From an optimization exercise on the open Yosys and OpenROAD flow, aimed at small area; shortcuts taken in it are not production practice. Function was checked by simulation only, so behaviour that the tests miss may differ from the original. In every run shown here, the design's own scripts or RTL, not TritonCTS, make the clock network. The clock input has no modelled driver; a real chip could not lean on it and would need a root buffer or a full tree. Power and IR drop assume default switching activity.

==> design/flow/design.v <==
module pattern_controller (
    input  wire       clk,
    input  wire       reset_n,
    input  wire [1:0] pattern_type,
    input  wire [2:0] color,
    input  wire [2:0] speed,
    output reg        start,
    output reg  [2:0] img_grb,
    output wire       img_all,
    output reg  [2:0] img_pos
);
    reg [1:0]  type_reg;
    reg [2:0]  color_reg;
    reg [2:0]  speed_reg;
    reg        update;         
    reg [12:0] step_lo;
    reg [4:0]  step_hi;
    reg [1:0]  pos_delta;      
    reg        direction;
    reg        flash_state;
    localparam [12:0] LO_FIRST = 13'h05a3;   
    localparam [12:0] LO_NEXT  = 13'h0b46;   
    localparam [12:0] LO_TERM  = 13'h0dbe;
    function [2:0] color_value;
        input [2:0] sel;
        case (sel)
            3'd0: color_value = 3'b010;
            3'd1: color_value = 3'b100;
            3'd2: color_value = 3'b001;
            3'd3: color_value = 3'b110;
            3'd4: color_value = 3'b101;
            3'd5: color_value = 3'b011;
            3'd6: color_value = 3'b111;
            default: color_value = 3'b000;
        endcase
    endfunction
    wire changed = (pattern_type != type_reg) || (color != color_reg) || (speed != speed_reg);
    wire lo_end  = (step_lo == LO_TERM);
    wire parked  = step_hi[4] & ~step_hi[3];
    wire expire  = !update && lo_end && (step_hi == 5'd25);
    wire [2:0] cv = color_value(color_reg);
    wire       step_back = pos_delta[1] & pos_delta[0];
    wire [2:0] led_position = img_pos + {step_back, step_back, pos_delta[0]};
    assign img_all = pos_delta[1] & ~pos_delta[0];
    always @(posedge clk) begin
        if (update | expire)
            step_lo <= LO_FIRST;
        else if (lo_end)
            step_lo <= LO_NEXT;
        else
            step_lo <= {step_lo[11:0], step_lo[12] ^ step_lo[9]};
    end
    always @(posedge clk or negedge reset_n) begin
        if (!reset_n) begin
            type_reg <= 2'b00;
            color_reg <= 3'b000;
            speed_reg <= 3'b000;
            start <= 1'b0;
            update <= 1'b0;
            step_hi <= 5'd16;
            pos_delta <= 2'b00;
            direction <= 0;
            flash_state <= 0;
            img_grb <= 3'b000;
            img_pos <= 3'd0;
        end else begin
            start <= update | expire;
            update <= !update && changed;
            type_reg <= pattern_type;
            color_reg <= color;
            speed_reg <= speed;
            if (update | expire)
                step_hi <= {1'b0, speed_reg, 1'b0};
            else if (lo_end && !parked)
                step_hi <= step_hi - 1'b1;
            if (update) begin
                img_grb <= cv;
                case (type_reg)
                    2'b01, 2'b10: begin
                        img_pos <= 3'd0;
                        pos_delta <= 2'b00;
                        direction <= 1'b0;
                    end
                    default: begin
                        img_pos <= led_position;
                        pos_delta <= 2'b10;
                        if (type_reg == 2'b11)
                            flash_state <= 1'b1;
                    end
                endcase
            end else if (expire) begin
                case (type_reg)
                    2'b01: begin
                        img_grb <= cv;
                        img_pos <= led_position;
                        pos_delta <= 2'b01;
                    end
                    2'b10: begin
                        img_grb <= cv;
                        img_pos <= led_position;
                        if (direction == 1'b0) begin
                            pos_delta <= 2'b01;
                            if (led_position >= 3'd6) direction <= 1'b1;
                        end else begin
                            pos_delta <= 2'b11;
                            if (led_position <= 3'd1) direction <= 1'b0;
                        end
                    end
                    2'b11: begin
                        flash_state <= ~flash_state;
                        img_grb <= flash_state ? cv : 3'b000;
                        img_pos <= led_position;
                        pos_delta <= 2'b10;
                    end
                    default: ;
                endcase
            end
        end
    end
endmodule
module ws2812_driver (
    input  wire       clk,
    input  wire       reset_n,
    input  wire       start,
    input  wire [2:0] img_grb,
    input  wire       img_all,
    input  wire [2:0] img_pos,
    output reg        led_data
);
    reg [6:0] cnt;
    reg [3:0] sr;
    reg [2:0] bit_cnt;
    reg [2:0] led_idx;    
    localparam [6:0] HIGH0 = 7'b1001001;   
    localparam [6:0] HIGH1 = 7'b1110111;   
    localparam [6:0] LOW0  = 7'b1010100;   
    localparam [6:0] LOW1  = 7'b0010110;   
    localparam [6:0] GAP0  = 7'b1110110;   
    localparam [6:0] GAPN  = 7'b1000000;   
    localparam [6:0] TERM  = 7'b0110100;
    wire term     = (cnt == TERM);
    wire led_done = (sr[2:0] == 3'b000);
    wire blk_zero = (bit_cnt == 3'd0) && (led_idx == 3'd0);
    wire [2:0] word = (img_all || img_pos == led_idx) ? img_grb : 3'b000;
    wire idle = (sr == 4'b0000) && blk_zero;
    always @(posedge clk) begin
        if (idle ? start : term) begin
            if (idle | !led_data & led_done & sr[3] & (led_idx != 3'd0))
                cnt <= TERM;
            else if (led_data)
                cnt <= sr[3] ? LOW1 : LOW0;
            else if (!led_done)
                cnt <= sr[3] ? HIGH1 : HIGH0;
            else if (sr[3])
                cnt <= GAP0;
            else
                cnt <= GAPN;
        end else begin
            cnt <= {cnt[5:0], cnt[6] ^ cnt[0]};
        end
    end
    always @(posedge clk or negedge reset_n) begin
        if (!reset_n) begin
            sr <= 4'b0000;
            bit_cnt <= 3'd0;
            led_idx <= 3'd0;
            led_data <= 1'b0;
        end else if (idle) begin
            if (start) begin
                sr <= {word, 1'b1};
                led_idx <= led_idx + 1'b1;
            end
        end else if (term) begin
            if (led_data) begin
                led_data <= 1'b0;
                bit_cnt <= bit_cnt + 1'b1;
                if (bit_cnt == 3'd7)
                    sr <= {sr[2:0], 1'b0};
            end else if (!led_done) begin
                led_data <= 1'b1;
            end else if (sr[3]) begin
                if (led_idx != 3'd0) begin
                    sr <= {word, 1'b1};
                    led_idx <= led_idx + 1'b1;
                end else begin
                    sr <= 4'b0000;
                    bit_cnt <= bit_cnt + 1'b1;
                end
            end else begin
                bit_cnt <= bit_cnt + 1'b1;
                if (bit_cnt == 3'd7)
                    led_idx <= led_idx + 1'b1;
            end
        end
    end
endmodule
module top_led_controller #(
    parameter NUM_LED = 8
)(
    input  wire clk,
    input  wire reset_n,
    input  wire [1:0] pattern_type,
    input  wire [2:0] color,
    input  wire [2:0] speed,
    output wire led_data
);
    wire       start;
    wire [2:0] img_grb;
    wire       img_all;
    wire [2:0] img_pos;
    pattern_controller u_pattern_controller (
        .clk(clk), .reset_n(reset_n),
        .pattern_type(pattern_type), .color(color), .speed(speed),
        .start(start), .img_grb(img_grb), .img_all(img_all), .img_pos(img_pos)
    );
    ws2812_driver u_ws2812_driver (
        .clk(clk), .reset_n(reset_n), .start(start),
        .img_grb(img_grb), .img_all(img_all), .img_pos(img_pos),
        .led_data(led_data)
    );
endmodule
==> design/flow/flow/run.sh <==
#!/bin/bash
# Own layout flow:
#  1. the standard synthesis (bash standard.sh synth), unchanged;
#  2. its combinational logic re-mapped by ABC for area, flip-flop cells and
#     their names untouched: several ABC scripts (deep synthesis with fixed
#     seeds and stop rules) are tried, and the smallest result is used whose
#     logic between flip-flops and ports a SAT proof shows equal to the
#     standard synthesis's;
#  3. the standard layout steps with single-drive port buffers and a clock
#     tree of small buffers without dummy loads.
# Each tool's output goes to a log_*.txt file in the work folder.
set -uo pipefail
W=$(pwd)
F=$W/flow
R=$W/orfs/results/$FLOW_PLATFORM/top_led_controller/base
L=$W/orfs/logs/$FLOW_PLATFORM/top_led_controller/base
LIB=$FLOW_HOME/platforms/$FLOW_PLATFORM/lib/sky130_fd_sc_hd__tt_025C_1v80.lib

bash standard.sh synth > $W/log_synth.txt 2>&1 || exit 1
cp $R/1_2_yosys.v $W/std_synth.v

python3 $F/splitlib.py $LIB $W/comb.lib $W/seq.lib > $W/log_splitlib.txt 2>&1 || exit 1
DU=$(grep -o -- "-dont_use [A-Za-z0-9_]*" $L/1_2_yosys.log | sort -u | tr '\n' ' ')
python3 $F/cutff.py $W/seq.lib $W/std_synth.v $W/eq_gold.v gold 2> $W/log_cut_gold.txt

cand() {
    # cand SCRIPT INPUT_NETLIST: re-map INPUT_NETLIST with an ABC script; keep
    # the result (ok_*.txt) only if it equals the standard synthesis's logic
    local s=$1 in=$2 n
    n=$(basename $s .script)
    yosys -p "read_liberty -lib $W/seq.lib; read_liberty $W/comb.lib; read_verilog $in; hierarchy -top $FLOW_TOP; flatten; opt_clean; abc -script $s -liberty $LIB $DU; opt_clean -purge; hilomap -singleton -hicell sky130_fd_sc_hd__conb_1 HI -locell sky130_fd_sc_hd__conb_1 LO; splitnets; opt_clean -purge; rename -enumerate; tee -o $W/${n}.stat stat -liberty $LIB; write_verilog -noattr -nohex -nodec $W/${n}.v" > $W/log_${n}.txt 2>&1 || return
    python3 $F/cutff.py $W/seq.lib $W/${n}.v $W/eq_${n}.v gate 2> $W/log_cut_${n}.txt || return
    yosys -p "read_liberty $W/comb.lib; read_verilog $W/eq_gold.v $W/eq_${n}.v; hierarchy -check; flatten gold gate; miter -equiv -flatten -make_outputs gold gate miter; hierarchy -top miter; sat -verify -prove trigger 0 miter" > $W/log_eq_${n}.txt 2>&1 || return
    echo "$n $(grep -o "Chip area for module .*: [0-9.]*" $W/${n}.stat | grep -o "[0-9.]*$")" > $W/ok_${n}.txt
}
export -f cand
export W F LIB DU FLOW_TOP
# ABC scripts: deep synthesis (&deepsyn, fixed seed, stops after 300 steps
# without improvement) then area mapping with &nf or amap
mkdir -p $W/scripts
PRE="strash;&get -n;&fraig -x;&put;scorr;dc2;&get -n"
for S in $(seq 1 16); do
    echo "$PRE;&deepsyn -J 300 -T 400 -S $S;&put;&get -n;&dch -f;&nf -R 1000;&put" | tr ';' '\n' > $W/scripts/abc_ds${S}_nf.script
    echo "$PRE;&deepsyn -J 300 -T 400 -S $S;&put;dch -f;amap" | tr ';' '\n' > $W/scripts/abc_ds${S}_amap.script
done
for S in 1 2; do
    echo "$PRE;&deepsyn -J 300 -T 400 -S $S;&put;&get -n;&dch -f;&nf -R 1000;&put" | tr ';' '\n' > $W/scripts/round2_ds${S}_nf.script
done
# first round from the standard synthesis, second round from the best first-round result
ls $W/scripts/abc_*.script | xargs -P ${NUM_CORES:-4} -I{} bash -c "cand {} $W/std_synth.v"
best1=$(cat $W/ok_abc_*.txt 2>/dev/null | sort -k2 -g | head -1 | cut -d' ' -f1)
if [ -n "$best1" ]; then
    ls $W/scripts/round2_*.script | xargs -P ${NUM_CORES:-4} -I{} bash -c "cand {} $W/${best1}.v"
fi
cat $W/ok_*.txt > $W/log_candidates.txt 2>/dev/null
best=$(sort -k2 -g $W/log_candidates.txt | head -1 | cut -d' ' -f1)
echo "chosen: ${best:-standard}" >> $W/log_candidates.txt
if [ -n "$best" ]; then
    cp $W/${best}.v $R/1_2_yosys.v
    rm -f $R/1_synth.odb $R/1_synth.sdc
fi

PORTBUF="BUFFER_PORTS_ARGS=-buffer_cell sky130_fd_sc_hd__buf_1"
bash standard.sh "$PORTBUF" place > $W/log_place.txt 2>&1 || exit 1

# Clock tree: a few clock buffers straight from the clock port, one per group
# of nearby flip-flops; the first configuration (smallest area first) whose
# estimated clock-pin slew stays under 0.115 ns is used, else TritonCTS.
for cfg in "3 sky130_fd_sc_hd__clkbuf_8 1" "3 sky130_fd_sc_hd__clkbuf_8 0" "2 sky130_fd_sc_hd__clkbuf_16 1" "4 sky130_fd_sc_hd__clkbuf_8 1" "4 sky130_fd_sc_hd__clkbuf_8 0" "3 sky130_fd_sc_hd__clkbuf_16 1"; do
    set -- $cfg
    if LIB=$LIB PLATFORM_DIR=$FLOW_HOME/platforms/$FLOW_PLATFORM IN_ODB=$R/3_place.odb IN_SDC=$R/3_place.sdc \
       NBUF=$1 BUFCELL=$2 BALANCE=$3 MAX_SLEW=0.115 OUT_ODB=$R/4_1_cts.odb OUT_SDC=$W/cts_out.sdc \
       openroad -no_init -exit $F/mcts.tcl > $W/log_cts_$1_$2_$3.txt 2>&1; then
        cp $R/4_1_cts.odb $R/4_cts.odb
        cp $W/cts_out.sdc $R/4_cts.sdc
        echo "clock tree: $cfg" > $W/log_cts_chosen.txt
        break
    fi
    rm -f $R/4_1_cts.odb
done

bash standard.sh "$PORTBUF" \
    CTS_ARGS="-sink_clustering_enable -repair_clock_nets -dont_use_dummy_load -buf_list sky130_fd_sc_hd__clkbuf_4 -sink_clustering_size 30 -sink_clustering_max_diameter 400" \
    finish > $W/log_layout.txt 2>&1 || exit 1
==> design/flow/flow/cutff.py <==
#!/usr/bin/env python3
# Make a combinational model of a gate netlist: every flip-flop instance (cell
# type given by the seq liberty) is removed; its output nets become inputs
# ff_q_<i>, its input pins become outputs ff_<pin>_<i>, numbered by instance name.
import sys, re
seqlib, src, dst, modname = sys.argv[1:5]
seqcells = set(re.findall(r'\n\s*cell\s*\(\s*"?(\w+)"?\s*\)', open(seqlib).read()))
t = open(src).read()
m = re.search(r'module\s+(\S+)\s*\((.*?)\);(.*)endmodule', t, re.S)
ports, body = m.group(2), m.group(3)
ident = r'(?:\\\S+\s|[A-Za-z_][\w$]*)'
inst_re = re.compile(r'(\b[A-Za-z_]\w*)\s+(' + ident + r')\s*\((\s*\..*?)\);', re.S)
ffs = []
def repl(mm):
    if mm.group(1) in seqcells:
        pins = dict((p, n.strip()) for p, n in re.findall(r'\.(\w+)\s*\((.*?)\)\s*(?:,|$)', mm.group(3), re.S))
        ffs.append((mm.group(2).strip(), pins))
        return ''
    return mm.group(0)
body2 = inst_re.sub(repl, body)
ffs.sort()
extra_ports, decls, assigns = [], [], []
def esc(n):
    # an escaped identifier ends at white space
    return n + ' ' if n.startswith('\\') else n
for i, (name, pins) in enumerate(ffs):
    for p, n in sorted(pins.items()):
        n = esc(n)
        if p in ('Q', 'Q_N'):
            if n:
                pn = f'ff_{p}_{i}'
                extra_ports.append(pn); decls.append(f'  input {pn};')
                assigns.append(f'  assign {n} = {pn};')
        elif p in ('CLK', 'CLK_N'):
            continue
        else:
            pn = f'ff_{p}_{i}'
            extra_ports.append(pn); decls.append(f'  output {pn};')
            assigns.append(f'  assign {pn} = {n};')
out = f'module {modname}({ports}, {", ".join(extra_ports)});\n' + '\n'.join(decls) + '\n' + body2 + '\n'.join(assigns) + '\nendmodule\n'
open(dst, 'w').write(out)
print(len(ffs), 'flops cut', file=sys.stderr)
==> design/flow/flow/mcts.tcl <==
# Manual clock tree: the flip-flops' clock pins are split into NBUF groups by
# position (k-means on x, y, balanced or not); each group gets one clock buffer at its centre,
# driven straight from the clock port.
read_liberty $::env(LIB)
read_db $::env(IN_ODB)
read_sdc $::env(IN_SDC)
source $::env(PLATFORM_DIR)/setRC.tcl
set nbuf $::env(NBUF)
set bufcell $::env(BUFCELL)
set block [ord::get_db_block]
set db [ord::get_db]
set clkname [get_name [lindex [get_property [lindex [all_clocks] 0] sources] 0]]
set clknet [$block findNet $clkname]
set sinks {}
foreach it [$clknet getITerms] {
  set inst [$it getInst]
  set bb [$inst getBBox]
  lappend sinks [list $it [expr {([$bb xMin] + [$bb xMax]) / 2.0}] [expr {([$bb yMin] + [$bb yMax]) / 2.0}]]
}
set n [llength $sinks]
# k-means, seeded by sorting on x
set sorted [lsort -real -index 1 $sinks]
set cent {}
for {set k 0} {$k < $nbuf} {incr k} {
  set s [lindex $sorted [expr {int(($k + 0.5) * $n / $nbuf)}]]
  lappend cent [list [lindex $s 1] [lindex $s 2]]
}
# k-means; balanced: each group takes at most ceil(n / nbuf) sinks
if {$::env(BALANCE)} {
  set cap [expr {($n + $nbuf - 1) / $nbuf}]
} else {
  set cap $n
}
for {set iter 0} {$iter < 50} {incr iter} {
  set pairs {}
  set i 0
  foreach s $sinks {
    for {set k 0} {$k < $nbuf} {incr k} {
      set c [lindex $cent $k]
      lappend pairs [list $i $k [expr {abs([lindex $s 1] - [lindex $c 0]) + abs([lindex $s 2] - [lindex $c 1])}]]
    }
    incr i
  }
  set pairs [lsort -real -index 2 $pairs]
  set owner [lrepeat $n -1]
  set fill [lrepeat $nbuf 0]
  foreach p $pairs {
    lassign $p i k d
    if {[lindex $owner $i] >= 0 || [lindex $fill $k] >= $cap} continue
    lset owner $i $k
    lset fill $k [expr {[lindex $fill $k] + 1}]
  }
  set groups {}
  for {set k 0} {$k < $nbuf} {incr k} { lappend groups {} }
  set i 0
  foreach s $sinks {
    set k [lindex $owner $i]
    lset groups $k [concat [lindex $groups $k] [list $s]]
    incr i
  }
  set cent {}
  foreach g $groups {
    set sx 0; set sy 0; set m [llength $g]
    if {$m == 0} { lappend cent [list 0 0]; continue }
    foreach s $g { set sx [expr {$sx + [lindex $s 1]}]; set sy [expr {$sy + [lindex $s 2]}] }
    lappend cent [list [expr {$sx / $m}] [expr {$sy / $m}]]
  }
}
set master [$db findMaster $bufcell]
for {set k 0} {$k < $nbuf} {incr k} {
  set g [lindex $groups $k]
  if {[llength $g] == 0} continue
  set inst [odb::dbInst_create $block $master "clkbuf_leaf_$k"]
  set c [lindex $cent $k]
  $inst setLocation [expr {int([lindex $c 0])}] [expr {int([lindex $c 1])}]
  $inst setPlacementStatus PLACED
  set net [odb::dbNet_create $block "clknet_leaf_$k"]
  $net setSigType CLOCK
  foreach s $g {
    set it [lindex $s 0]
    $it disconnect
    $it connect $net
  }
  [$inst findITerm A] connect $clknet
  [$inst findITerm X] connect $net
  puts "clock buffer $k: [llength $g] sinks"
}
set_propagated_clock [all_clocks]
detailed_placement
check_placement -verbose
estimate_parasitics -placement
set worst 0
foreach p [get_pins -hierarchical */CLK] {
  set s [get_property $p slew_max]
  if {$s > $worst} {set worst $s}
}
puts "worst flip-flop clock pin slew: $worst ns (limit $::env(MAX_SLEW))"
report_clock_skew
if {$worst > $::env(MAX_SLEW)} {
  puts "too slow, not written"
  exit 1
}
write_db $::env(OUT_ODB)
write_sdc -no_timestamp $::env(OUT_SDC)
==> design/flow/flow/splitlib.py <==
#!/usr/bin/env python3
# Split a liberty file into combinational cells and the rest (sequential cells).
import sys, re
src, comb_out, seq_out = sys.argv[1:4]
t = open(src).read()
# find top-level cell groups by brace matching
cells = []
i = 0
for m in re.finditer(r'\n\s*cell\s*\(', t):
    start = m.start()
    if cells and start < cells[-1][1]:
        continue
    j = t.index('{', m.end())
    depth = 0
    k = j
    while True:
        if t[k] == '{': depth += 1
        elif t[k] == '}':
            depth -= 1
            if depth == 0: break
        k += 1
    cells.append((start, k + 1))
head = t[:cells[0][0]]
tail = t[cells[-1][1]:]
comb, seq = [], []
for s, e in cells:
    body = t[s:e]
    if re.search(r'\b(ff|latch|statetable)\s*\(', body) or 'three_state' in body:
        seq.append(body)
    else:
        comb.append(body)
open(comb_out, 'w').write(head + ''.join(comb) + tail)
open(seq_out, 'w').write(head + ''.join(seq) + tail)
print(len(comb), 'comb', len(seq), 'seq')
==> design/flow/standard.sh <==
#!/bin/bash
# synth_recipe.tcl (not shown) runs the flow's synth.tcl, then flattens the netlist and writes it again
# the make line also repeats each setting of config.mk as NAME=value (left out here)
make -C /OpenROAD-flow-scripts/flow DESIGN_CONFIG=/design/flow/config.mk WORK_HOME=/design/flow/orfs CLKGATE_MAP_FILE= SYNTH_SCRIPT=/design/flow/synth_recipe.tcl "${@:-finish}"
==> design/flow/config.mk <==
export PLATFORM = sky130hd
export DESIGN_NAME = top_led_controller
export DESIGN_NICKNAME = top_led_controller
export VERILOG_FILES = /design/flow/design.v
export SDC_FILE = /design/flow/constraint.sdc
export NUM_CORES = 4
export LEC_CHECK = 0
export CAP_MARGIN = 20
export CORE_MARGIN = 2
export CORE_UTILIZATION = 70
export PLACE_DENSITY = 0.85
export SLEW_MARGIN = 20
==> design/flow/constraint.sdc <==
create_clock -name core_clock -period 10.0 [get_ports {clk}]
set_input_delay 2.0000 -clock core_clock [delete_from_list [all_inputs] [get_ports {clk}]]
set_output_delay 2.0000 -clock core_clock [all_outputs]
set_load 0.01 [all_outputs]
==> impl_metrics.prom, run 1 <==
# TYPE chip_impl_metric gauge
chip_impl_metric{name="post_drt_wl_per_cell",unit="um"} 12.02
chip_impl_metric{name="die_area",unit="um2"} 3662
chip_impl_metric{name="synth_area_per_cell",unit="um2"} 9.201
chip_impl_info{name="hp-start",value="u_pattern_controller.step_lo[10]"} 1
chip_impl_info{name="largest_registers",value="u_pattern_controller.step_lo (13), u_ws2812_driver.cnt (7), u_pattern_controller.step_hi (5)"} 1
chip_impl_metric{name="period_needed",unit="ns"} 3.715
chip_impl_metric{name="design.core.area",unit="um2"} 3053
chip_impl_metric{name="synthToLayoutAreaGrowth",unit="%"} 6.043
chip_impl_info{name="worst_hold_path.endpoint",value="u_pattern_controller.step_lo[11]"} 1
chip_impl_metric{name="final.period_utilization",unit="%"} 37.15
chip_impl_metric{name="worst_setup_slack_for_register_to_register_paths",unit="ns"} 6.29
chip_impl_metric{name="ant_diodes",unit=""} 0
chip_impl_metric{name="finish.utilization",unit="%"} 77.66
chip_impl_metric{name="post_dp_cell_area",unit="um2"} 2330
chip_impl_metric{name="first_global_vias",unit=""} 1433
chip_impl_metric{name="hpwl",unit="mm"} 2.718
chip_impl_metric{name="critPathArrivalTime",unit="ns"} 3.81
chip_impl_metric{name="vias",unit=""} 1640
chip_impl_metric{name="total_global_route_track_usage",unit="%"} 21.36
chip_impl_metric{name="post-route-worst-setup-slack",unit="ns"} 6.285
chip_impl_metric{name="residual_overflow_from_global_routing",unit=""} 0
chip_impl_info{name="worstHoldPathType",value="flip-flop to flip-flop"} 1
chip_impl_metric{name="layout-drive-gt1-share",unit="%"} 1.953
chip_impl_metric{name="required",unit="ns"} 10.09
chip_impl_info{name="run_status",value="finished clean"} 1
chip_impl_metric{name="design.portCount",unit=""} 11
chip_impl_metric{name="final_antenna_net_count",unit=""} 0
chip_impl_metric{name="worst_hold_path.num_cells",unit=""} 2
chip_impl_metric{name="gp_congestion",unit=""} 0.8448
chip_impl_metric{name="finalMaxSlewViolations",unit=""} 0
chip_impl_metric{name="die_h",unit="um"} 60.52
chip_impl_metric{name="mappedNetlistNets",unit=""} 253
chip_impl_metric{name="detailedPlace.worstSlack",unit="ns"} 6.263
chip_impl_info{name="top_reg_by_flops",value="u_pattern_controller.step_lo"} 1
chip_impl_metric{name="hold_viol",unit=""} 0
chip_impl_info{name="category_of_the_critical_setup_timing_path",value="flip-flop to flip-flop"} 1
chip_impl_metric{name="worst-slew-pin-transition",unit="ns"} 0.8405
chip_impl_info{name="critical_path.startpoint_type",value="flip-flop"} 1
chip_impl_metric{name="grt_pass1_wl",unit="mm"} 6.120
chip_impl_metric{name="route.detailed.drc",unit=""} 0
chip_impl_metric{name="die-width",unit="um"} 60.52
chip_impl_metric{name="ir_drop",unit="uV"} 132.1
chip_impl_metric{name="synth.yosys.warnings",unit=""} 2
chip_impl_info{name="leading_cell_types_in_the_layout_fill_and_taps_excluded",value="sky130_fd_sc_hd__nor2_1 (38), sky130_fd_sc_hd__clkinv_1 (37), sky130_fd_sc_hd__dfrtp_1 (35), sky130_fd_sc_hd__o21ai_0 (23), sky130_fd_sc_hd__dfxtp_1 (20)"} 1
chip_impl_info{name="r2r_end",value="u_pattern_controller.direction"} 1
chip_impl_info{name="grt_setup_unrepaired",value="false"} 1
chip_impl_info{name="mostFrequentLayoutCell",value="sky130_fd_sc_hd__nor2_1"} 1
chip_impl_metric{name="power-per-cell-area",unit="nW/um2"} 199.1
chip_impl_metric{name="mappedNetlistArea",unit="um2"} 2236
chip_impl_metric{name="fmax",unit="MHz"} 269.2
chip_impl_metric{name="largest_register_ffs",unit=""} 13
chip_impl_info{name="rr_startpoint",value="u_pattern_controller.step_lo[10]"} 1
chip_impl_metric{name="grt_antenna_before_repair",unit=""} 0
chip_impl_metric{name="layout.nets",unit=""} 268
chip_impl_metric{name="final-setup-viol-count",unit=""} 0
chip_impl_metric{name="worstPathMaxFanout",unit=""} 5
chip_impl_metric{name="port_buffers",unit=""} 10
chip_impl_metric{name="grtUsageMet1",unit="%"} 30.32
chip_impl_metric{name="leak",unit="nW"} 0.9456
chip_impl_metric{name="grt_use_met3",unit="%"} 1.706
chip_impl_metric{name="grt_max_degree",unit=""} 37
chip_impl_metric{name="fillers",unit=""} 216
chip_impl_metric{name="drt_first_pass_iters",unit=""} 5
chip_impl_metric{name="initialDrtViolationCount",unit=""} 126
chip_impl_info{name="grt_busiest_layer",value="met2"} 1
chip_impl_metric{name="final_cell_area",unit="um2"} 2371
chip_impl_metric{name="syn-instance-count",unit=""} 243
chip_impl_metric{name="viasPerCell",unit=""} 5.467
chip_impl_metric{name="timing.max_slew.rel_slack",unit="%"} 43.97
chip_impl_metric{name="timing.clock.skew",unit="ns"} 0.006340
chip_impl_metric{name="clkLatencyLatePin",unit="ns"} 0.16
chip_impl_metric{name="grt_met2_use",unit="%"} 36.80
chip_impl_metric{name="start_util",unit="%"} 73.24
chip_impl_metric{name="cts.reportedPaths.clkPinSlew",unit="ns"} 0.11
chip_impl_metric{name="finalWirelength",unit="mm"} 3.606
chip_impl_metric{name="r2r_depth",unit=""} 17
chip_impl_metric{name="std_cell_rows",unit=""} 20
chip_impl_metric{name="timing.setup.tns",unit="ns"} 0
chip_impl_metric{name="power.total",unit="uW"} 472.1
chip_impl_metric{name="drv.max_cap_violation_count",unit=""} 0
chip_impl_info{name="timing.critical_path.to_type",value="flip-flop"} 1
-- power breakdown --
group,total [mW],internal [mW],switching [mW]
logic,0.0884,0.0392,0.0492
registers,0.303,0.271,0.0316
clock network,0.0811,0.0280,0.0531
-- cell type report --
type | instances | area, um2 | area share (%)
Tap cell | 44 | 55.05 | 2.322
Buffer | 3 | 41.29 | 1.741
Sequential cell | 56 | 1303 | 54.93
Multi-Input combinational cell | 150 | 794.5 | 33.51
Inverter | 37 | 138.9 | 5.858
Timing Repair Buffer | 10 | 38.79 | 1.636
-- routing by layer --
layer | vias up | share of wire, %
met5 | - | 0
met4 | 0 | 1.6
met3 | 7 | 3.2
met2 | 34 | 44
met1 | 729 | 51
li1 | 870 | -
-- critical path, stage by stage (launching register included) --
cell and delay, ns:
sky130_fd_sc_hd__dfxtp_1 0.33, sky130_fd_sc_hd__clkinv_1 0.06, sky130_fd_sc_hd__or4_1 0.49, sky130_fd_sc_hd__nor4_1 0.47, sky130_fd_sc_hd__o21ai_0 0.31, sky130_fd_sc_hd__nor4_1 0.49
sky130_fd_sc_hd__clkinv_1 0.18, sky130_fd_sc_hd__nor2_1 0.17, sky130_fd_sc_hd__nor2_1 0.11, sky130_fd_sc_hd__clkinv_1 0.10, sky130_fd_sc_hd__nand2_1 0.07, sky130_fd_sc_hd__clkinv_1 0.07
sky130_fd_sc_hd__o221ai_1 0.12, sky130_fd_sc_hd__o21ai_0 0.24, sky130_fd_sc_hd__clkinv_1 0.12, sky130_fd_sc_hd__nor2_1 0.13, sky130_fd_sc_hd__nor2_1 0.05, sky130_fd_sc_hd__o21ai_0 0.14
-- how the worst max path moves through the flow --
stage                     slack (ns)                        endpoint                             start
after floorplan                 6.90  u_pattern_controller.direction  u_pattern_controller.step_lo[10]
after global placement          6.34  u_pattern_controller.direction  u_pattern_controller.step_lo[10]
after detailed placement        6.26  u_pattern_controller.direction  u_pattern_controller.step_lo[10]
after global routing            5.77  u_pattern_controller.direction  u_pattern_controller.step_lo[10]
final                           6.29  u_pattern_controller.direction  u_pattern_controller.step_lo[10]
-- metrics by stage --
step	hold WS [ns]	std cells
after floorplan	0.3974	243
after global placement	0.4082	297
after detailed placement	0.4127	297
after global routing	0.4409	300
final	0.4246	300
==> run 2, diff against run 1 <==
--- a/design/flow/design.v
+++ b/design/flow/design.v
@@ -11,5 +11,5 @@
 );
     reg [1:0]  type_reg;
-    reg [2:0]  color_reg;
+    reg [2:0]  color_reg;      
     reg [2:0]  speed_reg;
     reg        update;         
@@ -35,9 +35,9 @@
         endcase
     endfunction
-    wire changed = (pattern_type != type_reg) || (color != color_reg) || (speed != speed_reg);
+    wire changed = (pattern_type != type_reg) || (color_value(color) != color_reg) || (speed != speed_reg);
     wire lo_end  = (step_lo == LO_TERM);
     wire parked  = step_hi[4] & ~step_hi[3];
     wire expire  = !update && lo_end && (step_hi == 5'd25);
-    wire [2:0] cv = color_value(color_reg);
+    wire [2:0] cv = color_reg;
     wire       step_back = pos_delta[1] & pos_delta[0];
     wire [2:0] led_position = img_pos + {step_back, step_back, pos_delta[0]};
@@ -54,5 +54,5 @@
         if (!reset_n) begin
             type_reg <= 2'b00;
-            color_reg <= 3'b000;
+            color_reg <= 3'b010;
             speed_reg <= 3'b000;
             start <= 1'b0;
@@ -68,5 +68,5 @@
             update <= !update && changed;
             type_reg <= pattern_type;
-            color_reg <= color;
+            color_reg <= color_value(color);
             speed_reg <= speed;
             if (update | expire)
==> impl_metrics.prom, run 2 <==
# TYPE chip_impl_metric gauge
chip_impl_info{name="rr_startpoint",value="u_ws2812_driver.bit_cnt[0]"} 1
chip_impl_metric{name="grt_pass1_wl",unit="mm"} 6.561
chip_impl_metric{name="leak",unit="nW"} 0.9563
chip_impl_metric{name="synth.yosys.warnings",unit=""} 2
chip_impl_metric{name="finalMaxSlewViolations",unit=""} 0
chip_impl_metric{name="port_buffers",unit=""} 10
chip_impl_metric{name="final_antenna_net_count",unit=""} 0
chip_impl_metric{name="gp_congestion",unit=""} 0.8504
chip_impl_metric{name="worst_setup_slack_for_register_to_register_paths",unit="ns"} 6.78
chip_impl_metric{name="ant_diodes",unit=""} 0
chip_impl_metric{name="route.detailed.drc",unit=""} 0
chip_impl_metric{name="mappedNetlistArea",unit="um2"} 2223
chip_impl_metric{name="period_needed",unit="ns"} 3.217
chip_impl_metric{name="post_drt_wl_per_cell",unit="um"} 12.66
chip_impl_metric{name="grt_met2_use",unit="%"} 43.48
chip_impl_metric{name="first_global_vias",unit=""} 1489
chip_impl_metric{name="synthToLayoutAreaGrowth",unit="%"} 6.078
chip_impl_metric{name="residual_overflow_from_global_routing",unit=""} 0
chip_impl_metric{name="worst-slew-pin-transition",unit="ns"} 0.8383
chip_impl_info{name="grt_busiest_layer",value="met2"} 1
chip_impl_info{name="mostFrequentLayoutCell",value="sky130_fd_sc_hd__nor2_1"} 1
chip_impl_metric{name="vias",unit=""} 1621
chip_impl_metric{name="worstPathMaxFanout",unit=""} 5
chip_impl_metric{name="worst_hold_path.num_cells",unit=""} 2
chip_impl_metric{name="grt_use_met3",unit="%"} 1.493
chip_impl_metric{name="final.period_utilization",unit="%"} 32.17
chip_impl_metric{name="timing.setup.tns",unit="ns"} 0
chip_impl_metric{name="design.core.area",unit="um2"} 3028
chip_impl_metric{name="die_area",unit="um2"} 3643
chip_impl_metric{name="layout-drive-gt1-share",unit="%"} 2.335
chip_impl_metric{name="r2r_depth",unit=""} 12
chip_impl_info{name="worst_hold_path.endpoint",value="u_pattern_controller.step_lo[6]"} 1
chip_impl_info{name="grt_setup_unrepaired",value="false"} 1
chip_impl_metric{name="final_cell_area",unit="um2"} 2359
chip_impl_metric{name="final-setup-viol-count",unit=""} 0
chip_impl_metric{name="fillers",unit=""} 210
chip_impl_info{name="r2r_end",value="u_ws2812_driver.sr[3]"} 1
chip_impl_metric{name="hold_viol",unit=""} 0
chip_impl_metric{name="ir_drop",unit="uV"} 131.1
chip_impl_metric{name="power-per-cell-area",unit="nW/um2"} 207.9
chip_impl_info{name="category_of_the_critical_setup_timing_path",value="flip-flop to flip-flop"} 1
chip_impl_info{name="worstHoldPathType",value="flip-flop to flip-flop"} 1
chip_impl_metric{name="largest_register_ffs",unit=""} 13
chip_impl_metric{name="mappedNetlistNets",unit=""} 254
chip_impl_metric{name="viasPerCell",unit=""} 5.385
chip_impl_metric{name="grtUsageMet1",unit="%"} 32.01
chip_impl_metric{name="cts.reportedPaths.clkPinSlew",unit="ns"} 0.11
chip_impl_metric{name="timing.clock.skew",unit="ns"} 0.003888
chip_impl_metric{name="timing.max_slew.rel_slack",unit="%"} 44.11
chip_impl_info{name="critical_path.startpoint_type",value="flip-flop"} 1
chip_impl_metric{name="required",unit="ns"} 10.05
chip_impl_metric{name="initialDrtViolationCount",unit=""} 78
chip_impl_metric{name="drv.max_cap_violation_count",unit=""} 0
chip_impl_metric{name="finalWirelength",unit="mm"} 3.811
chip_impl_metric{name="start_util",unit="%"} 73.43
chip_impl_info{name="timing.critical_path.to_type",value="flip-flop"} 1
chip_impl_metric{name="design.portCount",unit=""} 11
chip_impl_metric{name="clkLatencyLatePin",unit="ns"} 0.16
chip_impl_info{name="run_status",value="finished clean"} 1
chip_impl_metric{name="grt_antenna_before_repair",unit=""} 0
chip_impl_metric{name="post_dp_cell_area",unit="um2"} 2317
chip_impl_metric{name="total_global_route_track_usage",unit="%"} 23.44
chip_impl_metric{name="die-width",unit="um"} 60.36
chip_impl_metric{name="std_cell_rows",unit=""} 20
chip_impl_metric{name="worst_hold_slack",unit="ns"} 0.4345
chip_impl_metric{name="critPathArrivalTime",unit="ns"} 3.27
chip_impl_info{name="hp-start",value="u_pattern_controller.step_lo[5]"} 1
chip_impl_metric{name="layout.nets",unit=""} 269
chip_impl_info{name="top_reg_by_flops",value="u_pattern_controller.step_lo"} 1
chip_impl_metric{name="fmax",unit="MHz"} 310.9
chip_impl_info{name="leading_cell_types_in_the_layout_fill_and_taps_excluded",value="sky130_fd_sc_hd__nor2_1 (46), sky130_fd_sc_hd__clkinv_1 (37), sky130_fd_sc_hd__dfrtp_1 (34), sky130_fd_sc_hd__a21oi_1 (22), sky130_fd_sc_hd__dfxtp_1 (20)"} 1
chip_impl_metric{name="hpwl",unit="mm"} 2.941
chip_impl_metric{name="die_h",unit="um"} 60.36
chip_impl_metric{name="grt_max_degree",unit=""} 37
chip_impl_metric{name="drt_first_pass_iters",unit=""} 4
chip_impl_info{name="largest_registers",value="u_pattern_controller.step_lo (13), u_ws2812_driver.cnt (7), u_pattern_controller.step_hi (5)"} 1
chip_impl_metric{name="synth_area_per_cell",unit="um2"} 9.112
chip_impl_metric{name="syn-instance-count",unit=""} 244
## run 2: worst max-delay path by stage
stage / startpoint / endpoint / slack [ns] / cells past startpoint
2_1_floorplan: color[2] / u_pattern_controller.update / 7.05 / 7
3_3_place_gp: color[2] / u_pattern_controller.update / 6.84 / 8
3_5_place_dp: color[2] / u_pattern_controller.update / 6.73 / 8
5_1_grt: u_ws2812_driver.bit_cnt[0] / u_ws2812_driver.sr[3] / 6.36 / 12
6_report: u_ws2812_driver.bit_cnt[0] / u_ws2812_driver.sr[3] / 6.78 / 12
## run 2: routing by layer
metal | part of all wire (%) | vias to the layer above
met4 | 0.63 | 0
met5 | 0 | -
li1 | - | 859
met2 | 51 | 16
met3 | 2.1 | 3
met1 | 46 | 743
## run 2: through the flow
step	power, mW	instances	util (%)	worst slack [ns]
finish	0.4902	301	77.89	6.783
global route	0.5234	301	77.89	6.362
detailed placement	0.4141	298	76.53	6.732
global placement	0.4083	298	76.53	6.841
floorplan	0.3821	244	-	7.047
## run 2: power by group
part           leakage, nW  total (mW)  switching (mW)  internal [mW]
logic                0.337      0.0995          0.0572         0.0423
registers            0.598       0.309          0.0321          0.276
clock network       0.0216      0.0822          0.0541         0.0280
total                0.956       0.490           0.143          0.347
## run 2: final cells by class
cell class,instances,area (um2),share of cell area [%]
multi-input combinational,151,780.7,33.10
tap,44,55.05,2.334
timing repair buffer,10,38.79,1.645
buffer,3,41.29,1.751
inverter,37,138.9,5.889
sequential,56,1304,55.28
## run 2: critical path, stage by stage, from the launching register on
cell and delay (ns):
sky130_fd_sc_hd__dfrtp_1 0.41, sky130_fd_sc_hd__or4_1 0.55, sky130_fd_sc_hd__nor3b_1 0.33, sky130_fd_sc_hd__nor4b_1 0.14, sky130_fd_sc_hd__o21ai_0 0.18, sky130_fd_sc_hd__a21oi_1 0.14, sky130_fd_sc_hd__nand2_1 0.13, sky130_fd_sc_hd__nor2_1 0.07
sky130_fd_sc_hd__and2_0 0.19, sky130_fd_sc_hd__o21ai_0 0.45, sky130_fd_sc_hd__clkinv_1 0.22, sky130_fd_sc_hd__o22ai_1 0.19, sky130_fd_sc_hd__o21ai_0 0.10

==> what the ideal ports hide <==
The flow's constraints put no driver on any port. The routed layouts listed below were extracted and timed again, unchanged, in two steps. Step 1: set_driving_cell puts a clkbuf_16 on clk and a buf_2 on each other input, an assumption about the parent block. Step 2 also shifts input and output timing later by t, the mid clock arrival at the registers, as if the neighbouring blocks saw the same clock. Slacks: no drivers / after step 1 / after step 2; pairs: no drivers / after step 1.
run | t (ns) | setup WS [ns] | worst slew at a driven data input, ns | pins driven straight from the clock port
run 1 | 0.205 | 6.285 / 6.285 / 6.285 | 0.03 | 3
run 2 | 0.205 | 6.783 / 6.783 / 6.723 | 0.03 | 3
After both steps every run listed still meets setup and hold. The setup slack of run 2, which loses most, moves by 0.000 ns with the drivers and by -0.060 ns with both steps.
